From an optimization exercise on the open Yosys and OpenROAD flow, aimed at small area, a short achievable clock period and few clock cycles; shortcuts taken in it are not production practice. Only simulation tests tie the RTL to the original design; equivalence was not proved.

$ cat flow/run.sh
#!/bin/bash
# synth_recipe.tcl (not shown) runs the flow's synth.tcl, then flattens the netlist and writes it again
# the make line also repeats each setting of config.mk as NAME=value (left out here)
make -C /OpenROAD-flow-scripts/flow DESIGN_CONFIG=/design/flow/config.mk WORK_HOME=/design/flow/orfs CLKGATE_MAP_FILE= SYNTH_SCRIPT=/design/flow/synth_recipe.tcl finish
$ cat flow/config.mk
export PLATFORM = sky130hd
export DESIGN_NAME = GenTrianglePoints
export DESIGN_NICKNAME = GenTrianglePoints
export VERILOG_FILES = /design/flow/design.v
export SDC_FILE = /design/flow/constraint.sdc
export NUM_CORES = 4
export LEC_CHECK = 0
export CAP_MARGIN = 30
export CORE_MARGIN = 2
export CORE_UTILIZATION = 30
export SLEW_MARGIN = 20
$ cat flow/constraint.sdc
create_clock -name core_clock -period 24.0 [get_ports {i_clk}]
set_input_delay 4.8000 -clock core_clock [delete_from_list [all_inputs] [get_ports {i_clk}]]
set_output_delay 4.8000 -clock core_clock [all_outputs]
set_load 0.01 [all_outputs]
$ cat flow/design.v
`default_nettype none
module GenTrianglePoints(
						 i_clk, i_rst, i_start, i_v1, i_v2, i_v3,
						 o_write, o_done, o_point
);
   parameter SCREEN_WIDTH = 640;
   parameter SCREEN_HEIGHT = 480;
   input	 i_clk, i_rst, i_start;
   input [63:0]	i_v1, i_v2, i_v3;  
   output reg	o_write, o_done;
   output reg [31:0] o_point;  
   reg signed [31:0] x1, x2, x3;
   reg signed [31:0] y1, y2, y3;
   reg signed [31:0] next_x1, next_x2, next_x3;
   reg signed [31:0] next_y1, next_y2, next_y3;
   wire				 order_expr;
   reg [3:0]		 state;
   reg [3:0]		 next_state;
   wire				 point_inside;
   reg				 next_o_write;
   reg				 next_o_done;
   reg [31:0]		 next_o_point;
   wire signed [31:0] minxf, minyf, maxxf, maxyf;
   wire signed [31:0] minx, miny, maxx, maxy;
   wire signed [31:0] dx21, dx32, dx13, dy21, dy32, dy13;
   wire signed [31:0] fdx21, fdx32, fdx13, fdy21, fdy32, fdy13;
   wire signed [31:0] eq1init, eq2init, eq3init;
   wire signed [31:0] eq1xinc, eq2xinc, eq3xinc;
   wire signed [31:0] eq1yinc, eq2yinc, eq3yinc;
   reg signed [31:0]  eq1y, eq2y, eq3y, eq1x, eq2x, eq3x;
   reg signed [31:0]  next_eq1y, next_eq2y, next_eq3y, next_eq1x, next_eq2x, next_eq3x;
   reg signed [31:0]  x, y;
   reg signed [31:0]  next_x, next_y;
   always @(posedge i_clk) begin
	  state <= next_state;
	  o_done <= next_o_done;
	  o_write <= next_o_write;
	  x1 <= next_x1;
	  x2 <= next_x2;
	  x3 <= next_x3;
	  y1 <= next_y1;
	  y2 <= next_y2;
	  y3 <= next_y3;
	  x <= next_x;
	  y <= next_y;
	  eq1y <= next_eq1y;
	  eq2y <= next_eq2y;
	  eq3y <= next_eq3y;
	  eq1x <= next_eq1x;
	  eq2x <= next_eq2x;
	  eq3x <= next_eq3x;
	  o_point <= next_o_point;
      if (i_start && state == 0) begin
		 state <= 1;
		 o_done <= 0;
		 o_write <= 0;
		 x1 <= i_v1[31:0];
		 x2 <= i_v2[31:0];
		 x3 <= i_v3[31:0];
		 y1 <= i_v1[63:32];
		 y2 <= i_v2[63:32];
		 y3 <= i_v3[63:32];
      end
      if (i_rst) begin
		 state <= 0;
		 o_done <= 1;
		 o_write <= 0;
      end
   end
   always @(*)  begin
	  if      (state == 1)   next_state = 2;
	  else if (state == 2)   next_state = 3;
	  else if (state == 3) next_state = 4;
	  else if (state == 4) begin
		 if (x + 1 >= maxx && y + 1 >= maxy) next_state = 0;
		 else                               next_state = 4;
	  end
	  else next_state = state;
   end
   assign point_inside = (eq1x > 0 && eq2x > 0 && eq3x > 0);
   always @(*) begin
	  if (state == 0 || (state == 4 && x + 1 >= maxx && y + 1 >= maxy))
		next_o_done = 1;
	  else next_o_done = 0;
	  if (state == 4 && point_inside) next_o_write = 1;
	  else next_o_write = 0;
	  if (state == 4 && point_inside) next_o_point = {y[15:0], x[15:0]};
	  else next_o_point = o_point;
   end 
   assign minxf = ((((x1) < (x2) ? (x1) : (x2))) < (x3) ? (((x1) < (x2) ? (x1) : (x2))) : (x3));
   assign minx = (((minxf + 32'sh0F) >>> 4) > (0) ? ((minxf + 32'sh0F) >>> 4) : (0));
   assign minyf = ((((y1) < (y2) ? (y1) : (y2))) < (y3) ? (((y1) < (y2) ? (y1) : (y2))) : (y3));
   assign miny = (((minyf + 32'sh0F) >>> 4) > (0) ? ((minyf + 32'sh0F) >>> 4) : (0));
   assign maxxf = ((((x1) > (x2) ? (x1) : (x2))) > (x3) ? (((x1) > (x2) ? (x1) : (x2))) : (x3));
   assign maxx = (((maxxf + 32'sh0F) >>> 4) < (SCREEN_WIDTH) ? ((maxxf + 32'sh0F) >>> 4) : (SCREEN_WIDTH));
   assign maxyf = ((((y1) > (y2) ? (y1) : (y2))) > (y3) ? (((y1) > (y2) ? (y1) : (y2))) : (y3));
   assign maxy = (((maxyf + 32'sh0F) >>> 4) < (SCREEN_HEIGHT) ? ((maxyf + 32'sh0F) >>> 4) : (SCREEN_HEIGHT));
   assign dx21 = x2 - x1;
   assign dx32 = x3 - x2;
   assign dx13 = x1 - x3;
   assign dy21 = y2 - y1;
   assign dy32 = y3 - y2;
   assign dy13 = y1 - y3;
   assign fdx21 = dx21 <<< 4;
   assign fdx32 = dx32 <<< 4;
   assign fdx13 = dx13 <<< 4;
   assign fdy21 = dy21 <<< 4;
   assign fdy32 = dy32 <<< 4;
   assign fdy13 = dy13 <<< 4;
   assign eq1xinc = eq1x - fdy21;
   assign eq2xinc = eq2x - fdy32;
   assign eq3xinc = eq3x - fdy13;
   assign eq1yinc = eq1y + fdx21;
   assign eq2yinc = eq2y + fdx32;
   assign eq3yinc = eq3y + fdx13;
   assign eq1init = dx21*((miny <<< 4) - y1) - dy21 * ((minx <<< 4) - x1);
   assign eq2init = dx32*((miny <<< 4) - y2) - dy32 * ((minx <<< 4) - x2);
   assign eq3init = dx13*((miny <<< 4) - y3) - dy13 * ((minx <<< 4) - x3);
   always @(*) begin
	  if (state == 3) begin 
		 next_x = minx;
		 next_y = miny;
		 next_eq1y = eq1init;
		 next_eq2y = eq2init;
		 next_eq3y = eq3init;
		 next_eq1x = eq1init;
		 next_eq2x = eq2init;
		 next_eq3x = eq3init;
	  end
	  else if (state == 4 && x + 1 >= maxx) begin
		 next_x = minx;
		 next_y = y + 1;
		 next_eq1y = eq1yinc;
		 next_eq2y = eq2yinc;
		 next_eq3y = eq3yinc;
		 next_eq1x = eq1yinc;
		 next_eq2x = eq2yinc;
		 next_eq3x = eq3yinc;
	  end
	  else if (state == 4) begin
		 next_x = x + 1;
		 next_y = y;
		 next_eq1y = eq1y;
		 next_eq2y = eq2y;
		 next_eq3y = eq3y;
		 next_eq1x = eq1xinc;
		 next_eq2x = eq2xinc;
		 next_eq3x = eq3xinc;
	  end
	  else begin
		 next_x = x;
		 next_y = y;
		 next_eq1y = eq1y;
		 next_eq2y = eq2y;
		 next_eq3y = eq3y;
		 next_eq1x = eq1x;
		 next_eq2x = eq2x;
		 next_eq3x = eq3x;
	  end
   end
   assign order_expr = (y2 - y1) * (x3 - x2) - (x2 - x1) * (y3 - y2) > 0;
   always @(*) begin
	  next_x1 = x1;
	  next_y1 = y1;
	  if (state == 2 && order_expr) begin
		 next_x2 = x3;
		 next_x3 = x2;
		 next_y2 = y3;
		 next_y3 = y2;
	  end
	  else begin
		 next_x2 = x2;
		 next_x3 = x3;
		 next_y2 = y2;
		 next_y3 = y3;
	  end
   end
endmodule
==> run notes <==
-- layout make-up --
cell class | count | area, sq um
antenna | 26 | 65.1
sequential | 485 | 14500
inverter | 4229 | 15900
tap | 7837 | 9810
clock buffer | 88 | 2010
fill | 61800 | 397000
timing repair buffer | 821 | 6870
multi-input combinational | 15100 | 147000
clock inverter | 46 | 487
-- stage by stage --
| step | hold WS, ns | setup WS [ns] | util |
|---|---|---|---|
| CTS | 0.506 | 1.12 | 0.331 |
| floorplan | 0.426 | 2.22 | - |
| finish | 0.490 | 1.08 | 0.331 |
| global route | 0.507 | 0.100 | 0.331 |
| detailed placement | 0.483 | 1.19 | 0.326 |
| global placement | 0.478 | 1.08 | 0.326 |
-- how the worst min path moves through the flow --
| stage | from | to | slack (ns) | cells past startpoint |
|---|---|---|---|---|
| 2_1_floorplan | x[14]$_DFFE_PN_ | o_point[14]$_DFFE_PP_ | 0.43 | 0 |
| 3_3_place_gp | x[14]$_DFFE_PN_ | o_point[14]$_DFFE_PP_ | 0.48 | 0 |
| 3_5_place_dp | x[14]$_DFFE_PN_ | o_point[14]$_DFFE_PP_ | 0.48 | 0 |
| 4_1_cts | x[14]$_DFFE_PN_ | o_point[14]$_DFFE_PP_ | 0.51 | 0 |
| 5_1_grt | x[14]$_DFFE_PN_ | o_point[14]$_DFFE_PP_ | 0.51 | 0 |
| 6_report | x[14]$_DFFE_PN_ | o_point[14]$_DFFE_PP_ | 0.49 | 0 |
-- repair_timing --
item / 4_1_cts / 5_1_grt
hold buffers: 0 / 0
setup buffers: 0 / 1
endpoints found under the setup margin: 0 / 2
endpoints found under the hold margin: 0 / 0
resized for setup: 0 / 1
-- cell families after synthesis --
kind of cell	Yosys count	synth area share
adder cells (fa/ha/maj)	5260	0.516
flip-flops	485	0.0812
AND/OR/NAND/NOR	6481	0.155
XOR/XNOR	1223	0.0645
buffers and inverters	5019	0.105
AO/OA/AOI/OAI	2064	0.0720
multiplexers	100	0.00569
-- state kept, by name (all words and copies together) (netlist names) --
register and cells:
eq1x 32, eq1y 32, eq2x 32, eq2y 32, eq3x 32, eq3y 32, o_point 32, x1 32
x2 32, x3 32, x 32, y1 32, y2 32, y3 32, y 32, state 3
o_done 1, o_write 1
-- cell usage in the layout, fill, tap and decap left out, drive strengths merged, types with 63 or more instances in the layout --
cell and count:
and2 301, and3 98, ha 1740, a31oi 91, or3 89, nor3 182, xor2 327, mux2i 87
o21ai 632, o31ai 89, nor2b 108, clkdlybuf4s50 228, a21oi 529, nor2 2724, buf 590, fa 3520
clkinv 63, nand2 2314, nand4 101, o21a 72, xnor2 839, edfxtp 480, clkbuf 90, nor4 65
nand2b 182, inv 4196, a21o 218, nand3 168, o21bai 91
-- metal layers --
metal  part of all wire  vias up
met4              0.070       36
met1               0.39    77900
met3               0.11     2005
met2               0.43     8934
li1                   -    63500
met5            0.00041        -
-- worst max-delay path: cells and delay by family (launching register included) --
family	cells	cell delay (ns)
adders and majority gates	14	6.41
AOI/OAI and AO/OA	21	5.52
xor gates and xnor gates	19	4.90
and+or+nand+nor	14	4.76
buffers and inverters	4	0.71
DFF	1	0.39
==> impl_metrics.ini <==
[synth]
synth.largest_area_cell = fa_1
yosys-top-cells-area = fa_1, ha_1, inv_1
synthCells = 20600
synthArstFlopShare = 0
synth_edf_count = 480
ys.flop_type = edfxtp_1
syn_avg_cell_area_sq_um = 8.66
syn_area_sq_um = 179000
synth_cell_types = 102
synth_warnings = 1
yosysSeqAreaShare = 0.0812
synth_top_area_frac = 0.394
ys_ff_latch = 485
synth_common_cells = inv_1, fa_1, nor2_1
syn_nets = 26100
synth_most_common_cell = inv_1

[setup_path]
path_common_cell = xnor2_1
worstRegToRegCells = 72
max_stage_delay_ns = 0.78
crit_slowest_cell = xnor2_1
required_ns = 24.67
r2r_end = eq1y[31]$_DFFE_PP_
reg2reg_from = x2[0]$_DFFE_PP_
crit_start = x2[0]$_DFFE_PP_
worstSetupEndpointType = flop
rrSetupSlack_ns = 1.08
worst-setup-path-type = reg -> reg
crit_fanout = 30
crit_arrival_ns = 23.59
endpoint = eq1y[31]$_DFFE_PP_
cp-start-kind = flop

[routing]
drt_first_pass_iters = 6
drt_iter0_markers = 16600
ant_nets = 0
drt_wl_total_um = 818000
vias_per_cell = 5.32
wl_per_cell_um = 28.5
drc = 0
num_vias = 152000

[flow_run]
cap_violations = 0

[final_layout]
final_nets = 26200
instances_no_fill = 28700
drive_above_1_share = 0.0514
fin_area_sq_um = 197000
area_growth_pct = 9.98

[floorplan]
chipHeight_um = 776
start_util = 0.301
core_sq_um = 594000
rows = 283
die_w_um = 776
io_pins = 229
fp.dieArea_sq_um = 602000

[cts]
clk_latency_ns = 0.88
cts_inserted_buffers = 77
ctsRootBufferMaster = clkbuf_16
path_clk_slew_ns = 0.07
htree_num_levels = 3
cts_buffer_depth = 4
cts.sinks = 485
cts_tree = yes

[global_routing]
grt_pass1_wl_um = 1160000
grt_usage = 0.269
met1_usage = 0.345
use_met3 = 0.0655
first_global_vias = 157000
grt-busiest-layer = met2
use_met2 = 0.415
grt_max_degree = 110
overflow = 0
antenna_found_initial = 86

[sta]
tns_ns = 0
worst_pin_slew_ns = 1.16
finalMaxSlewViolations = 0
setup_violations = 0
fin_crit_sh = 0.955
relSlewSlack = 0.221
rsz0062_at_grt = no
hold_viol = 0
clock.fmax_mhz = 43.6
finalClockSkew_ns = 0.104
min_period_ns = 22.92

[min_path]
min_path_type = reg -> reg

[placed_design]
dp.cells = 28500
place_area_sq_um = 194000
gp_congestion = 1.03
dp_hpwl_um = 673000
placement.io_buffers = 228

[run_status]
status = complete, no violations
Testbench counts, summed over its fixed seeds: cycles 431,620.

-- static timing again, ports no longer ideal --
No port has a modelled driver above. Below, the same layout with a new extraction and two added sets of constraints.
Step 1 assumes that a clkbuf_16 drives the clock port and a buf_2 every other input.
Step 2 also shifts input and output timing later by t, the mid clock arrival at the registers, as if the neighbouring blocks saw the same clock.
Three values: no drivers, after step 1, after step 2; two values: the first two.
shift t [ns]: 0.928
setup slack, ns: 1.080 / 1.080 / 1.080
worst setup path after step 2: register to register
latest minus earliest clock arrival (ns): 0.106 / 0.106
cell pins on the clock port's net: 1
After both steps this run still meets setup and hold. The setup slack of this run moves by 0.000 ns with the drivers and by 0.000 ns with both steps.
